Source: an optimization exercise on an open RTL-to-GDS flow (aim: small area). Production flows keep margins and buffers that such runs may drop. The RTL was checked by simulation tests, not by an equivalence proof against the original design.

==> flow/design.v, too long to show whole: its modules and the start of the top module <==
// module odd_even_sort_stage: 25 lines
// module odd_even_sort: 867 lines
module odd_even_sort #(
    parameter n = 32,
    parameter k = 8
)
(
    input [n * k - 1:0] in,
    input clk, reset,
    output [n * k - 1:0] out
);
  // ...
==> flow/run.sh <==
#!/bin/bash
# synth_recipe.tcl (not shown) runs the flow's synth.tcl, then flattens the netlist and writes it again
# the make line also repeats each setting of config.mk as NAME=value (left out here)
make -C /OpenROAD-flow-scripts/flow DESIGN_CONFIG=/design/flow/config.mk WORK_HOME=/design/flow/orfs CLKGATE_MAP_FILE= SYNTH_SCRIPT=/design/flow/synth_recipe.tcl finish
==> flow/config.mk <==
export PLATFORM = sky130hd
export DESIGN_NAME = odd_even_sort
export DESIGN_NICKNAME = odd_even_sort
export VERILOG_FILES = /design/flow/design.v
export SDC_FILE = /design/flow/constraint.sdc
export NUM_CORES = 4
export LEC_CHECK = 0
export CAP_MARGIN = 20
export CORE_MARGIN = 2
export CORE_UTILIZATION = 45
export PLACE_DENSITY = 0.6
export SLEW_MARGIN = 20
==> flow/constraint.sdc <==
create_clock -name core_clock -period 5.0 [get_ports {clk}]
set_input_delay 1.0000 -clock core_clock [delete_from_list [all_inputs] [get_ports {clk}]]
set_output_delay 1.0000 -clock core_clock [all_outputs]
set_load 0.01 [all_outputs]
==> run summary, run 1 <==
Worst Setup Slack, final -> 0.1692 ns
Fin. Hold Viols -> 0
total placed cells including tap cells -> 24.44k
met3 wire len -> 22,840 µm
period utilization -> 96.62%
Setup Slack @ Placement -> -0.05156 ns
synth top area cells -> dfxtp_1, mux2i_1, maj3_1
RSZ-0062 raised after global routing -> false
final WL -> 504,100 µm
register area share after synthesis -> 67.08%
Max-Cap Viols -> 0
most frequent cells after synthesis -> dfxtp_1, mux2i_1, nor2_1, nand2_1, inv_1
Crit Path Max Fanout -> 18
final std cells w/o fill -> 25.71k
Max-slew headroom -> 26.03%
worst r2r src -> r5[88]
Tmin final -> 4.831 ns
total of plain and repair buffers excluding clock buffers -> 933
syn_nets -> 18.07k
share of layout cells above drive strength 1 -> 10.88%
Final Wtd Congestion -> 0.9806
share of the synthesized area in the top cell type -> 66.69%
worst r2r path cells -> 15
post-synth top area cell -> dfxtp_1
multi-input combinational cell count -> 9,346
max layer used -> met5
# clk buffers -> 946
routing usage on met1 -> 24.99%
H-tree Lvls -> 6
largest net degree at the start of global routing -> 107
final instance area -> 247,500 µm²
reg-to-reg endpoint -> r6[88]
status -> no timing/DRC/antenna violations
PostCTS Resize Cnt -> 6
==> run 2, diff against run 1 <==
--- a/flow/config.mk
+++ b/flow/config.mk
@@ -7,6 +7,6 @@
 export LEC_CHECK = 0
 export CAP_MARGIN = 20
 export CORE_MARGIN = 2
-export CORE_UTILIZATION = 45
-export PLACE_DENSITY = 0.6
+export CORE_UTILIZATION = 60
+export PLACE_DENSITY = 0.72
 export SLEW_MARGIN = 20
==> run 2 against run 1 <==
Effect of this change: clock-buffer cell count fell by 30; register-to-register slack worse by 0.07 ns; sequential cell count did not move; wire length up 7.6%; critical path depth down 1; worst setup slack lost 0.10 ns; synthesized cell count is the same; critical path type unchanged; highest routed layer unchanged.
==> run summary, run 2 <==
global-route wire length before repair -> 798,800 µm (was 746,000 µm)
most common cell in the netlist -> dfxtp_1 (unchanged)
Worst-Skew Late Latency -> 1.07 ns (was 1.09 ns)
Core Region -> 348,900 µm² (was 464,200 µm²)
chip height -> 595.7 µm (was 687.2 µm)
site row count -> 217 (was 250)
Mapped Area -> 210,100 µm² (unchanged)
Avg Cell Area, Syn -> 11.79 µm² (unchanged)
most frequent cells after synthesis -> dfxtp_1, mux2i_1, nor2_1, nand2_1, inv_1 (unchanged)
total track usage -> 29.63% (was 20.62%)
crit start category -> flop (unchanged)
clock root cell -> clkbuf_16 (unchanged)
Max-slew headroom -> 16.64% (was 26.03%)
worst clock skew -> 0.07881 ns (was 0.07014 ns)
CP arrival -> 3.94 ns (was 3.83 ns)
Synth cell types -> 102 (unchanged)
Die W -> 595.7 µm (was 687.2 µm)
Max-Cap Viols -> 0 (unchanged)
Pre-antenna DRT Iters -> 7 (was 6)
EDFF count, synth -> 0 (unchanged)
post-DR wirelength/cell -> 22.56 µm (was 19.61 µm)
PortBufs -> 513 (unchanged)
synth top area cells -> dfxtp_1, mux2i_1, maj3_1 (unchanged)
RSZ-0062 raised after global routing -> false (unchanged)
initial antenna violation count -> 39 (was 31)
Fin. Hold Viols -> 0 (unchanged)
Post-Synthesis Cells -> 17.81k (unchanged)
CP required -> 4.00 ns (about the same)
status -> no timing/DRC/antenna violations (unchanged)
final WL -> 542,400 µm (was 504,100 µm)
Slew @ Worst Pin -> 1.237 ns (was 1.104 ns)
Finish-stage setup viols -> 0 (unchanged)
DRT iter0 DRCs -> 10.32k (was 8,263)
Hold Path Class -> reg2reg (unchanged)
clock transition at the registers of the reported paths -> 0.07 ns (was 0.06 ns)
Setup Crit Path Kind -> reg2out (unchanged)
post-synth top area cell -> dfxtp_1 (unchanged)
most frequent cells in the layout -> dfxtp_1, mux2i_1, nand2_1 (unchanged)
register area share after synthesis -> 67.08% (unchanged)
Starting Density -> 60.21% (was 45.25%)
syn_nets -> 18.07k (unchanged)
Crit Path Max Fanout -> 6 (was 18)
vias in the first global route -> 129.7k (was 120.8k)
IO Pins -> 514 (unchanged)
vias per cell -> 5.453 (was 4.949)
CTS tree -> yes (unchanged)
total placed cells including tap cells -> 22.87k (was 24.44k)
total global routing overflow -> 0 (unchanged)
nature of the critical path endpoint -> output port (unchanged)
Synth async-reset ratio -> 0.4694% (unchanged)
Max Slew Vio Count -> 0 (unchanged)
TritonCTS Buffers -> 631 (was 661)
area growth from synthesis to layout -> 16.21% (was 17.84%)
final std cells w/o fill -> 24.04k (was 25.71k)
Yosys warning count -> 1 (unchanged)
setup TNS -> 0 ns (unchanged)
die area -> 354,900 µm² (was 472,300 µm²)
#FFs+latches synth -> 7,031 (unchanged)
share of layout cells above drive strength 1 -> 10.52% (was 10.88%)
Tmin final -> 4.935 ns (was 4.831 ns)
Final Wtd Congestion -> 1.024 (was 0.9806)
CTS Sinks -> 7,031 (unchanged)
Fmax -> 202.6 MHz (was 207.0 MHz)
share of the synthesized area in the top cell type -> 66.69% (unchanged)
DRC violation count after routing -> 0 (unchanged)
largest net degree at the start of global routing -> 102 (was 107)
Post-DP HPWL -> 381,200 µm (was 388,300 µm)
hold_ws -> 0.2692 ns (was 0.2631 ns)
period utilization -> 98.70% (was 96.62%)
nets@finish -> 19.16k (was 19.20k)
antenna-violating nets left -> 0 (unchanged)
via count -> 131.1k (was 127.2k)
hold_buf cts -> 0 (unchanged)
commonest non-fill, non-tap cell in the layout -> dfxtp_1 (unchanged)
Top FF cell, synth -> dfxtp_1 (unchanged)
CTS max path bufs -> 4 (unchanged)
Finished Core Util -> 69.97% (was 53.33%)
H-tree Lvls -> 6 (unchanged)
[run 2: cell counts after synthesis]
Identical to the previous run, type by type.
[run 2: path summary, 6_finish.rpt]
kind                       startpoint        end  slack (ns)  cells past startpoint
min                          r16[144]   r17[144]        0.27                      0
max reg2reg                    r5[88]     r6[88]        0.14                     15
max                         valid[32]   out[165]        0.06                      6
max in group asynchronous       reset  valid[10]        4.22                      3
min in group asynchronous       reset  valid[31]        0.28                      2
min reg2reg                  r16[144]   r17[144]        0.27                      0
[run 2: area by class of cell]
| cell class | count | area (µm²) |
|---|---|---|
| diodes | 31 | 77.57 |
| clock buffers | 916 | 18290 |
| clock inverters | 224 | 3228 |
| fillers | 23947 | 104800 |
| inverters | 965 | 3622 |
| multi-input cells | 9346 | 63870 |
| flip-flops and latches | 7031 | 140900 |
| well taps | 4599 | 5754 |
| repair buffers | 930 | 8349 |
[run 2: layer usage]
layer,up-vias,track usage [%],part of all wire (%)
li1,63433,-,-
met1,62040,33.74,39
met2,4266,51.97,49
met3,1344,4.153,4.9
met4,20,19.46,7.2
met5,-,0,0.027
[run 2: critical path, cell delays in order (launching register included)]
cell	delay [ns]
dfrtp_4	0.46
inv_1	0.19
nor2_1	0.52
o21ai_0	0.51
mux2_2	0.47
a21oi_1	0.17
clkdlybuf4s50_1	0.55
[run 2: timing repair]
action,CTS,global route
endpoints found under the setup margin,5,48
buffers inserted,0,0
resized for setup,5,17
[run 2: stage by stage]
| stage | setup WS (ns) | instance area, µm² |
|---|---|---|
| 5_1_grt | 0.001768 | 244100 |
| 6_report | 0.06481 | 244100 |
| 3_3_place_gp | 0.05469 | 222400 |
| 2_1_floorplan | 0.3203 | 210100 |
| 3_5_place_dp | 0.007020 | 222400 |
| 4_1_cts | 0.01776 | 244000 |
[run 2: cell families after synthesis]
kind of cell / after synthesis / share of synthesized area (%)
flip-flops: 7031 / 67.08
AND/OR/NAND/NOR: 3672 / 8.341
AO/OA/AOI/OAI: 3207 / 9.805
multiplexers: 1914 / 9.517
buffers and inverters: 1436 / 2.618
adder cells (fa/ha/maj): 550 / 2.626
XOR/XNOR: 2 / 0.008340
other: 1 / 0.001785

## separate check: timing with driven ports
The results above use ideal ports. As a check the final layouts listed here were re-extracted and re-timed, cells and wires unchanged. Step 1: set_driving_cell puts a clkbuf_16 on clk and a buf_2 on each other input, an assumption about the parent block. Step 2 times the ports against the registers' clock, not the clock port: input delays grow and output delays shrink by t, the midpoint of the rising clock arrivals with the driver on. a / b / c = no drivers / after step 1 / after step 2; a / b = the first two.
run	shift t [ns]	setup WS [ns]	hold WS [ns]	worst data-port slew with drivers (ns)	pins driven straight from the clock port
run 1	1.169	0.169 / 0.037 / 0.208	0.263 / 0.214 / 0.263	0.09	1
run 2	1.163	0.065 / -0.059 / 0.139	0.269 / 0.210 / 0.269	0.07	1
After both steps every run listed still meets setup and hold.
